Background: an optimization exercise with open tools, aiming at small area. Do not read the settings as production practice. Function was checked by simulation only, so behaviour that the tests miss may differ from the original. The flow treats the clock pin as an ideal source. Dropping or thinning the clock tree relies on that and would not hold on a real chip. Power is estimated from default activity; no workload was simulated.

==> 04-17: inputs <==
// hdmi_driver
module hdmi_driver(
	input clk,
	input rst,
	input [23:0] time_count,
	output hs,
	output vs,
	output de,
	output[7:0] rgb_r,
	output[7:0] rgb_g,
	output[7:0] rgb_b
);
==> module image_gererator, before the edit <==
module image_gererator(
	input en,
	input [5:0] x,
	input [5:0] y,
	input [11:0] step_count,
	input [23:0] time_count,
	output [7:0] red,
	output [7:0] green,
	output [7:0] blue
);
wire [3:0] sel = step_count[7:4];
wire [3:0] k = step_count[3:0];
wire x0 = ~|x;
wire x63 = &x;
wire y0 = ~|y;
wire y35 = y[5] & y[1] & y[0];                         
wire marker = (x == 6'd47) & (y == 6'd15);
wire ib1 = ~x[4];
wire y_lt9 = ~y[5] & ~y[4] & ~(y[3] & (y[2] | y[1] | y[0]));
wire y_lt18 = ~y[5] & ~(y[4] & (y[3] | y[2] | y[1]));
wire y_lt27 = ~y[5] & ~(y[4] & y[3] & (y[2] | (y[1] & y[0])));
wire ib0 = y_lt9 | (~y_lt18 & y_lt27);
wire white = ~(ib0 ^ ib1);
wire s4 = (sel == 4'd4);
wire [3:0] kk = k & {4{s4}};
wire [5:0] kx = {2'b00, kk};
reg [6:0] xk;
reg [5:0] yk;
reg c;
integer i;
always @(*) begin
	c = 1'b0;
	for (i = 0; i < 6; i = i + 1) begin
		xk[i] = x[i] ^ kx[i] ^ c;
		c = (x[i] & kx[i]) | (c & (x[i] ^ kx[i]));
	end
	xk[6] = c;
	c = 1'b0;
	for (i = 0; i < 6; i = i + 1) begin
		yk[i] = y[i] ^ kx[i] ^ c;
		c = (y[i] & kx[i]) | (c & (y[i] ^ kx[i]));
	end
end
wire q = y0 & (x[5:1] == 5'd0);         
wire e_p00 = en & q & ~x[0];
wire e_p10 = en & q & x[0];
wire e_n = en & ~q;
wire e_s0 = e_n & (sel == 4'd0);
wire e_s14 = e_n & ((sel == 4'd1) | s4);
wire e_s4 = e_n & s4;
wire e_s23 = e_n & (sel[3:1] == 3'd1);
wire e_sd = e_n & (sel[3] | (sel[2] & (sel[1] | sel[0])));
wire edge_x = x0 | x63;
wire d_r = edge_x ? ~(x63 & y0) : ~(y0 | y35);
wire d_g = edge_x ? ~(x63 & y0) : y0;
wire d_b = edge_x | y35;
wire w = e_s0 & white;
wire e_m = e_s23 & marker;
wire kr_o = w | (e_sd & d_r) | e_s23;    
wire kr_e = w | (e_sd & d_r) | e_m;      
wire kg_a = w | (e_sd & d_g) | e_s23;
wire kg_b = w | (e_sd & d_g) | e_m;
wire kb_a = w | (e_sd & d_b) | e_s23;
wire kb_m = w | (e_sd & d_b) | e_m;
wire kb_1 = w | (e_sd & d_b);
wire [7:0] p00_r = {sel, step_count[11:8]};
wire [7:0] kr = {kr_o, kr_e | (e_s4 & ~xk[6]), kr_o, kr_e, kr_o, kr_e, kr_o, kr_e};
wire [7:0] kg = {kg_a, kg_b | e_s4, kg_a, kg_a, kg_a, kg_b, kg_a,
	w | (e_sd & d_g) | (e_s23 & (~marker | sel[0]))};
wire [7:0] kb = {kb_a, kb_a, kb_m, kb_m, kb_a, kb_a, kb_1, kb_m};
assign red = ({8{e_p00}} & p00_r) | ({8{e_p10}} & time_count[23:16])
	| ({8{e_s14}} & {xk[6], 1'b0, xk[5:0]}) | kr;
assign green = ({8{e_p00}} & step_count[7:0]) | ({8{e_p10}} & time_count[15:8])
	| ({8{e_s14}} & {2'b00, yk}) | kg;
assign blue = ({8{e_p00 | e_s4}} & step_count[7:0]) | ({8{e_p10}} & time_count[7:0]) | kb;
endmodule
==> module hdmi_driver, before the edit <==
module hdmi_driver(
	input clk,
	input rst,
	input [23:0] time_count,
	output hs,
	output vs,
	output de,
	output[7:0] rgb_r,
	output[7:0] rgb_g,
	output[7:0] rgb_b
);
reg [3:0] hl;
reg [2:0] hh;
reg [5:0] vc;
reg [11:0] step_count;    
reg [23:0] time_q;
wire hl_last = &hl;
wire h_blank = hh[2];
wire line_end = hl_last & hh[1] & hh[0];                          
wire v_blank = vc[5] & (vc[4] | vc[3] | vc[2]);                   
wire v_last  = vc[5] & vc[3] & vc[1];                             
wire f_wrap  = line_end & v_last;
wire video_active = ~h_blank & ~v_blank;
wire h_0_3 = h_blank & ~hl[3] & ~hl[2];                           
assign hs = h_blank & (hl[3] ? ~(hl[2] | hl[1]) : hl[2]);
assign vs = vc[5] & ~vc[4] & ((vc[2] & vc[1] & (vc[0] | ~h_0_3))         
                              | (vc[3] & ~vc[2] & ~vc[1] & ~vc[0] & h_0_3));  
assign de = video_active;
reg [5:0] vc_inc;
reg [11:0] st_inc;
reg [3:0] hl_inc;
reg c;
integer i;
always @(*) begin
	c = line_end;
	for (i = 0; i < 6; i = i + 1) begin
		vc_inc[i] = vc[i] ^ c;
		c = c & vc[i];
	end
	c = f_wrap;
	for (i = 0; i < 12; i = i + 1) begin
		st_inc[i] = step_count[i] ^ c;
		c = c & step_count[i];
	end
	c = 1'b1;
	for (i = 0; i < 4; i = i + 1) begin
		hl_inc[i] = hl[i] ^ c;
		c = c & hl[i];
	end
end
wire [5:0] vc_next = vc_inc & ~({6{f_wrap}} & 6'b101011) & {1'b1, ~vc[5], 4'b1111};
always @(posedge clk or posedge rst) begin
	if (rst) begin
		hl <= 4'd15;
		hh <= 3'd3;
		vc <= 6'd51;
		step_count <= 12'd0;
	end else begin
		hl <= hl_inc;
		hh[0] <= hh[0] ^ (hl_last & ~hh[2]);
		hh[1] <= hh[1] ^ (hl_last & hh[0]);
		hh[2] <= hh[2] ^ (hl_last & (hh[2] | (hh[1] & hh[0])));
		vc <= vc_next;
		step_count <= st_inc;
	end
end
always @(posedge clk)
	time_q <= time_count;
image_gererator image_gererator_m1(
	.en(video_active),
	.x({hh[1:0], hl}),
	.y(vc[5:0]),
	.step_count(step_count),
	.time_count(time_q),
	.red(rgb_r),
	.green(rgb_g),
	.blue(rgb_b)
);
endmodule
clock: 6.7 ns
lec_check: 0
abc_area: 1
cap_margin: 20
core_margin: 2
core_utilization: 40
slew_margin: 20
standard.sh (not shown) runs the stock make flow with config.mk's settings and CLKGATE_MAP_FILE= SYNTH_SCRIPT=/design/flow/synth_recipe.tcl, a recipe that flattens the netlist after the stock synthesis.
==> flow/flow/run.sh <==
#!/bin/bash
# Own layout flow: the standard ORFS flow (standard.sh) with three changes:
#  - synthesis maps with flow/abc.script (an area-oriented ABC script) instead
#    of ORFS's abc_area/abc_speed script, and leaves the adders to ABC
#    (ADDER_MAP_FILE empty: no half/full adder cells); everything else in
#    synth_recipe.tcl (synth -nofsm -noshare, flatten, renames) is unchanged;
#  - the port buffers are the smallest buffer, sky130_fd_sc_hd__buf_1;
#  - clock tree synthesis without dummy loads, using small clock buffers.
# Each tool's full output is in orfs/logs/ and flow.log in the work folder.
set -euo pipefail
W=$(pwd)
cat > "$W/own_synth.tcl" <<X
proc abc {args} {
  set i [lsearch -exact \$args -script]
  if {\$i >= 0} { lset args [expr {\$i + 1}] $W/flow/abc.script }
  yosys abc {*}\$args
}
source $W/synth_recipe.tcl
X
bash standard.sh SYNTH_SCRIPT="$W/own_synth.tcl" ADDER_MAP_FILE= \
  "BUFFER_PORTS_ARGS=-buffer_cell sky130_fd_sc_hd__buf_1" \
  "CTS_ARGS=-sink_clustering_enable -repair_clock_nets -dont_use_dummy_load -buf_list sky130_fd_sc_hd__clkbuf_4 -root_buf sky130_fd_sc_hd__clkbuf_4" \
  POST_CTS_TCL="$W/flow/cts_post.tcl" \
  finish > "$W/flow.log" 2>&1
==> flow/flow/abc.script <==
strash
&get -n
&st
&dch -f
&nf -R 1000 -p -a
&put
topo
==> flow/flow/cts_post.tcl <==
set block [ord::get_db_block]
set root [$block findInst clkbuf_0_clk]
set root_net [$block findNet clknet_0_clk]
set clk_net [[$block findBTerm clk] getNet]
set leaves {}
foreach it [$root_net getITerms] {
  if {[$it getInst] ne $root} { lappend leaves $it }
}
if {[llength $leaves] <= 4} {
  foreach it $leaves {
    $it disconnect
    $it connect $clk_net
  }
  odb::dbInst_destroy $root
  odb::dbNet_destroy $root_net
}
foreach inst [$block getInsts] {
  if {[string match "clkbuf_*_clk" [$inst getName]]} {
    set n [expr {[llength [[[$inst findITerm X] getNet] getITerms]] - 1}]
    if {$n <= 11} {
      replace_cell [$inst getName] sky130_fd_sc_hd__clkbuf_4
    } else {
      replace_cell [$inst getName] sky130_fd_sc_hd__clkbuf_8
    }
  }
}
detailed_placement
estimate_parasitics -placement
==> inputs of 08-10, as changes to 04-17 <==
==> flow/design.v (replaced) <==
module image_gererator(
	input en,
	input [5:0] x,
	input [5:0] y,
	input [11:0] step_count,
	input [23:0] time_count,
	output [7:0] red,
	output [7:0] green,
	output [7:0] blue
);
wire [3:0] sel = step_count[7:4];
wire [3:0] k = step_count[3:0];
wire x0 = ~|x;
wire x63 = &x;
wire y0 = ~|y;
wire y35 = y[5] & y[1] & y[0];                         
wire marker = (x == 6'd47) & (y == 6'd15);
wire ib1 = ~x[4];
wire y_lt9 = ~y[5] & ~y[4] & ~(y[3] & (y[2] | y[1] | y[0]));
wire y_lt18 = ~y[5] & ~(y[4] & (y[3] | y[2] | y[1]));
wire y_lt27 = ~y[5] & ~(y[4] & y[3] & (y[2] | (y[1] & y[0])));
wire ib0 = y_lt9 | (~y_lt18 & y_lt27);
wire white = ~(ib0 ^ ib1);
wire s4 = (sel == 4'd4);
wire [3:0] kk = k & {4{s4}};
wire [6:0] xk = {1'b0, x} + {3'b0, kk};
wire [5:0] yk = y + {2'b0, kk};
wire q = y0 & (x[5:1] == 5'd0);         
wire e_p00 = en & q & ~x[0];
wire e_p10 = en & q & x[0];
wire e_n = en & ~q;
wire e_s0 = e_n & (sel == 4'd0);
wire e_s14 = e_n & ((sel == 4'd1) | s4);
wire e_s4 = e_n & s4;
wire e_s23 = e_n & (sel[3:1] == 3'd1);
wire e_sd = e_n & (sel > 4'd4);
wire edge_x = x0 | x63;
wire d_r = edge_x ? ~(x63 & y0) : ~(y0 | y35);
wire d_g = edge_x ? ~(x63 & y0) : y0;
wire d_b = edge_x | y35;
wire w = e_s0 & white;
wire e_m = e_s23 & marker;
wire kr_o = w | (e_sd & d_r) | e_s23;    
wire kr_e = w | (e_sd & d_r) | e_m;      
wire kg_a = w | (e_sd & d_g) | e_s23;
wire kg_b = w | (e_sd & d_g) | e_m;
wire kb_a = w | (e_sd & d_b) | e_s23;
wire kb_m = w | (e_sd & d_b) | e_m;
wire kb_1 = w | (e_sd & d_b);
wire [7:0] p00_r = {sel, step_count[11:8]};
wire [7:0] kr = {kr_o, kr_e | (e_s4 & ~xk[6]), kr_o, kr_e, kr_o, kr_e, kr_o, kr_e};
wire [7:0] kg = {kg_a, kg_b | e_s4, kg_a, kg_a, kg_a, kg_b, kg_a,
	w | (e_sd & d_g) | (e_s23 & (~marker | sel[0]))};
wire [7:0] kb = {kb_a, kb_a, kb_m, kb_m, kb_a, kb_a, kb_1, kb_m};
assign red = ({8{e_p00}} & p00_r) | ({8{e_p10}} & time_count[23:16])
	| ({8{e_s14}} & {xk[6], 1'b0, xk[5:0]}) | kr;
assign green = ({8{e_p00}} & step_count[7:0]) | ({8{e_p10}} & time_count[15:8])
	| ({8{e_s14}} & {2'b00, yk}) | kg;
assign blue = ({8{e_p00 | e_s4}} & step_count[7:0]) | ({8{e_p10}} & time_count[7:0]) | kb;
endmodule
module hdmi_driver(
	input clk,
	input rst,
	input [23:0] time_count,
	output hs,
	output vs,
	output de,
	output[7:0] rgb_r,
	output[7:0] rgb_g,
	output[7:0] rgb_b
);
reg [6:0] hc;
reg [5:0] vc;
reg [11:0] step_count;    
reg hs_reg, vs_reg, de_reg;
reg [7:0] rgb_r_reg, rgb_g_reg, rgb_b_reg;
assign hs = hs_reg;
assign vs = vs_reg;
assign de = de_reg;
assign rgb_r = rgb_r_reg;
assign rgb_g = rgb_g_reg;
assign rgb_b = rgb_b_reg;
wire h_blank = hc[6];
wire h_wrap  = hc[6] & hc[3] & hc[2] & hc[1] & hc[0];           
wire h_68    = hc[6] & ~hc[3] & hc[2] & ~hc[1] & ~hc[0];        
wire h_74    = hc[6] & hc[3] & ~hc[2] & hc[1] & ~hc[0];         
wire v_blank = vc[5] & (vc[3] | vc[2]);                           
wire v_last  = vc[5] & vc[3] & vc[1];                             
wire v_sync  = vc[5] & vc[2] & vc[0];                             
wire video_active = ~h_blank & ~v_blank;
always @(posedge clk or posedge rst) begin
	if (rst) begin
		hc <= 7'd64;
		vc <= 6'd35;
		step_count <= 12'd0;
		hs_reg <= 1'b0;
		vs_reg <= 1'b0;
		de_reg <= 1'b0;
	end else begin
		hc <= h_wrap ? 7'd0 : hc + 7'd1;
		if (h_wrap)
			vc <= v_last ? 6'd0 : vc + 6'd1;
		if (h_wrap & v_last)
			step_count <= step_count + 12'd1;
		hs_reg <= hs_reg ^ (h_68 | h_74);
		vs_reg <= vs_reg ^ (h_68 & v_sync);
		de_reg <= video_active;
	end
end
wire [7:0] r, g, b;
image_gererator image_gererator_m1(
	.en(video_active),
	.x(hc[5:0]),
	.y(vc[5:0]),
	.step_count(step_count),
	.time_count(time_count),
	.red(r),
	.green(g),
	.blue(b)
);
always @(posedge clk or posedge rst) begin
	if (rst) begin
		rgb_r_reg <= 8'h00;
		rgb_g_reg <= 8'h00;
		rgb_b_reg <= 8'h00;
	end else begin
		rgb_r_reg <= r;
		rgb_g_reg <= g;
		rgb_b_reg <= b;
	end
end
endmodule
==> flow/flow/run.sh (replaced) <==
#!/bin/bash
# Own layout flow: the standard ORFS flow (standard.sh) with three changes:
#  - synthesis maps with flow/abc.script (an area-oriented ABC script) instead
#    of ORFS's abc_area/abc_speed script; everything else in synth_recipe.tcl
#    (synth -nofsm -noshare, flatten, renames) is unchanged;
#  - the port buffers are the smallest buffer, sky130_fd_sc_hd__buf_1;
#  - clock tree synthesis without dummy loads, using small clock buffers.
# Each tool's full output is in orfs/logs/ and flow.log in the work folder.
set -euo pipefail
W=$(pwd)
cat > "$W/own_synth.tcl" <<X
proc abc {args} {
  set i [lsearch -exact \$args -script]
  if {\$i >= 0} { lset args [expr {\$i + 1}] $W/flow/abc.script }
  yosys abc {*}\$args
}
source $W/synth_recipe.tcl
X
bash standard.sh SYNTH_SCRIPT="$W/own_synth.tcl" \
  "BUFFER_PORTS_ARGS=-buffer_cell sky130_fd_sc_hd__buf_1" \
  "CTS_ARGS=-sink_clustering_enable -repair_clock_nets -dont_use_dummy_load -buf_list sky130_fd_sc_hd__clkbuf_4 -root_buf sky130_fd_sc_hd__clkbuf_4" \
  POST_CTS_TCL="$W/flow/cts_post.tcl" \
  finish > "$W/flow.log" 2>&1
--- a/flow/flow/cts_post.tcl
+++ b/flow/flow/cts_post.tcl
@@ -17,10 +17,5 @@
 foreach inst [$block getInsts] {
   if {[string match "clkbuf_*_clk" [$inst getName]]} {
-    set n [expr {[llength [[[$inst findITerm X] getNet] getITerms]] - 1}]
-    if {$n <= 11} {
-      replace_cell [$inst getName] sky130_fd_sc_hd__clkbuf_4
-    } else {
-      replace_cell [$inst getName] sky130_fd_sc_hd__clkbuf_8
-    }
+    replace_cell [$inst getName] sky130_fd_sc_hd__clkbuf_8
   }
 }
==> inputs of 04-13, as changes to 04-17 <==
--- a/flow/design.v
+++ b/flow/design.v
@@ -86,7 +86,13 @@
 	output[7:0] rgb_b
 );
-reg [3:0] hl;
-reg [2:0] hh;
-reg [5:0] vc;
+localparam [3:0] HL_INV = 4'b1111;
+localparam [2:0] HH_INV = 3'b011;
+localparam [5:0] VC_INV = 6'b110011;
+reg [3:0] hl_q;
+reg [2:0] hh_q;
+reg [5:0] vc_q;
+wire [3:0] hl = hl_q ^ HL_INV;
+wire [2:0] hh = hh_q ^ HH_INV;
+wire [5:0] vc = vc_q ^ VC_INV;
 reg [11:0] step_count;    
 reg [23:0] time_q;
@@ -128,14 +134,12 @@
 always @(posedge clk or posedge rst) begin
 	if (rst) begin
-		hl <= 4'd15;
-		hh <= 3'd3;
-		vc <= 6'd51;
+		hl_q <= 4'd0;    
+		hh_q <= 3'd0;    
+		vc_q <= 6'd0;    
 		step_count <= 12'd0;
 	end else begin
-		hl <= hl_inc;
-		hh[0] <= hh[0] ^ (hl_last & ~hh[2]);
-		hh[1] <= hh[1] ^ (hl_last & hh[0]);
-		hh[2] <= hh[2] ^ (hl_last & (hh[2] | (hh[1] & hh[0])));
-		vc <= vc_next;
+		hl_q <= hl_inc ^ HL_INV;
+		hh_q <= hh_q ^ {hl_last & (hh[2] | (hh[1] & hh[0])), hl_last & hh[0], hl_last & ~hh[2]};
+		vc_q <= vc_next ^ VC_INV;
 		step_count <= st_inc;
 	end
--- a/flow/flow/run.sh
+++ b/flow/flow/run.sh
@@ -21,4 +21,4 @@
   "BUFFER_PORTS_ARGS=-buffer_cell sky130_fd_sc_hd__buf_1" \
   "CTS_ARGS=-sink_clustering_enable -repair_clock_nets -dont_use_dummy_load -buf_list sky130_fd_sc_hd__clkbuf_4 -root_buf sky130_fd_sc_hd__clkbuf_4" \
-  POST_CTS_TCL="$W/flow/cts_post.tcl" \
+  LEAF_SLEW_MAX=0.128 POST_CTS_TCL="$W/flow/cts_post.tcl" \
   finish > "$W/flow.log" 2>&1
==> flow/flow/cts_post.tcl (replaced) <==
set block [ord::get_db_block]
set clk_net [[$block findBTerm clk] getNet]
# the flip-flop clock pins, wherever CTS connected them
set sinks {}
foreach inst [$block getInsts] {
  set it [$inst findITerm CLK]
  if {$it ne "NULL" && [[$inst getMaster] isSequential]} {
    set bb [$inst getBBox]
    lappend sinks [list $it [expr {([$bb xMin] + [$bb xMax]) / 2}] [expr {([$bb yMin] + [$bb yMax]) / 2}]]
  }
}
# remove CTS's buffers and nets
set old_nets {}
foreach inst [$block getInsts] {
  if {[string match "clkbuf_*_clk" [$inst getName]]} {
    set n [[$inst findITerm X] getNet]
    if {$n ne "NULL"} { lappend old_nets $n }
    odb::dbInst_destroy $inst
  }
}
foreach s $sinks { [lindex $s 0] disconnect }
foreach n $old_nets { odb::dbNet_destroy $n }
# four groups
set byx [lsort -integer -index 1 $sinks]
set h [expr {[llength $byx] / 2}]
set groups {}
foreach half [list [lrange $byx 0 [expr {$h - 1}]] [lrange $byx $h end]] {
  set byy [lsort -integer -index 2 $half]
  set q [expr {[llength $byy] / 2}]
  lappend groups [lrange $byy 0 [expr {$q - 1}]] [lrange $byy $q end]
}
set master4 [[ord::get_db] findMaster sky130_fd_sc_hd__clkbuf_4]
set leaves {}
set k 0
foreach g $groups {
  set sx 0; set sy 0
  foreach s $g { incr sx [lindex $s 1]; incr sy [lindex $s 2] }
  set cx [expr {$sx / [llength $g]}]
  set cy [expr {$sy / [llength $g]}]
  set buf [odb::dbInst_create $block $master4 clkbuf_leaf_${k}_clk]
  set net [odb::dbNet_create $block clknet_leaf_${k}_clk]
  $net setSigType CLOCK
  [$buf findITerm A] connect $clk_net
  [$buf findITerm X] connect $net
  foreach s $g { [lindex $s 0] connect $net }
  $buf setLocation $cx $cy
  $buf setPlacementStatus PLACED
  lappend leaves [list $buf $g]
  incr k
}
detailed_placement
estimate_parasitics -placement
foreach l $leaves {
  set worst 0
  foreach s [lindex $l 1] {
    set it [lindex $s 0]
    set sl [get_property [get_pins [[$it getInst] getName]/CLK] slew_max]
    if {$sl > $worst} { set worst $sl }
  }
  puts "LEAFSLEW [[lindex $l 0] getName] [llength [lindex $l 1]] $worst"
  if {$worst > $::env(LEAF_SLEW_MAX)} {
    replace_cell [[lindex $l 0] getName] sky130_fd_sc_hd__clkbuf_8
  }
}
detailed_placement
estimate_parasitics -placement
--- a/flow/config.mk
+++ b/flow/config.mk
@@ -7,6 +7,6 @@
 export LEC_CHECK = 0
 export ABC_AREA = 1
-export CAP_MARGIN = 20
+export CAP_MARGIN = 0
 export CORE_MARGIN = 2
 export CORE_UTILIZATION = 40
-export SLEW_MARGIN = 20
+export SLEW_MARGIN = 0
==> summary of the runs <==
Via count, lowest first: 04-13, 04-17, 08-10.
Wire length, lowest first: 04-13, 04-17, 08-10.
Worst hold slack, lowest first: 08-10, 04-13, 04-17.
First-iteration DRC count, highest first: 08-10, 04-17, 04-13.
The lowest cell count belongs to 04-13, the highest to 08-10.
In 04-13 the synthesized cell count is lower than in 08-10, by 11%.
Against 04-17, the design area of 04-13 is lower by about 0.8%.
The lowest die area belongs to 04-13, the highest to 08-10.
04-13 completed with no timing, DRC or antenna violations. 04-17 finished with timing, DRC and antenna clean. 08-10 finished with timing, DRC and antenna clean.
Between 04-13 and 04-17, the lower combinational power is in 04-13 (gap about 4.4%, measured against 04-17).
==> figures <==
Total number of multi-input combinational cells: 04-17 200; 08-10 223; 04-13 198
Main flop type after synthesis: 04-17 dfxtp_1; 08-10 dfrtp_1; 04-13 dfrtp_1
Final wirelength: 04-17 6.07 mm; 08-10 6.80 mm; 04-13 5.98 mm
Sink Count: 04-17 49; 08-10 52; 04-13 49
Fin crit period: 04-17 4650 ps; 08-10 2960 ps; 04-13 4990 ps
Number of design-rule violations left by the first detailed-router iteration: 04-17 138; 08-10 163; 04-13 133
Routed wire length on met2: 04-17 2.65 mm; 08-10 3.25 mm; 04-13 2.60 mm
Non-Filler Instances: 04-17 383; 08-10 422; 04-13 382
Number of non-clock inverters in the layout: 04-17 3; 08-10 9; 04-13 5
Setup WS pre-CTS: 04-17 2110 ps; 08-10 3430 ps; 04-13 1990 ps
Synth unique cells: 04-17 34; 08-10 35; 04-13 36
Die outline area: 04-17 0.00649 mm²; 08-10 0.00749 mm²; 04-13 0.00646 mm²
Vias in the first global route: 04-17 1951; 08-10 2238; 04-13 2010
CP Class: 04-17 reg2out; 08-10 reg2reg; 04-13 reg2out
Metal1 wirelength: 04-17 3.02 mm; 08-10 3.19 mm; 04-13 2.83 mm
Critical path buffer and inverter count: 04-17 3; 08-10 0; 04-13 1
Status: 04-17 finished clean; 08-10 finished clean; 04-13 finished clean
Internal power summed over all cells: 04-17 0.353 mW; 08-10 0.373 mW; 04-13 0.340 mW
Wire length of the first global-routing pass: 04-17 9.69 mm; 08-10 11.2 mm; 04-13 9.86 mm
In 04-13 the design's own scripts or RTL, not TritonCTS, make the clock network.

[static timing again, ports no longer ideal]
The results above use ideal ports. As a check the final layouts listed here were re-extracted and re-timed, cells and wires unchanged.
Step 1 assumes that a clkbuf_16 drives the clock port and a buf_2 every other input.
Step 2 adds t to the input delays and takes it off the output delays; t is the mean of the earliest and latest rising clock arrival at the registers after step 1. Input paths then give back, and output paths get back, about the clock's delay inside the block.
a / b / c = no drivers / after step 1 / after step 2; a / b = the first two.
run	t (ns)	slack for setup (ns)	hold slack, ns	latest minus earliest clock arrival (ns)	worst data-port slew with drivers (ns)
04-17	0.199	2.046 / 1.996 / 2.195	0.486 / 0.486 / 0.486	0.032 / 0.032	0.04
08-10	0.203	3.743 / 3.743 / 3.743	0.475 / 0.475 / 0.475	0.025 / 0.025	0.04
04-13	0.211	1.715 / 1.662 / 1.873	0.479 / 0.479 / 0.479	0.029 / 0.029	0.03
After both steps every run listed still meets setup and hold.
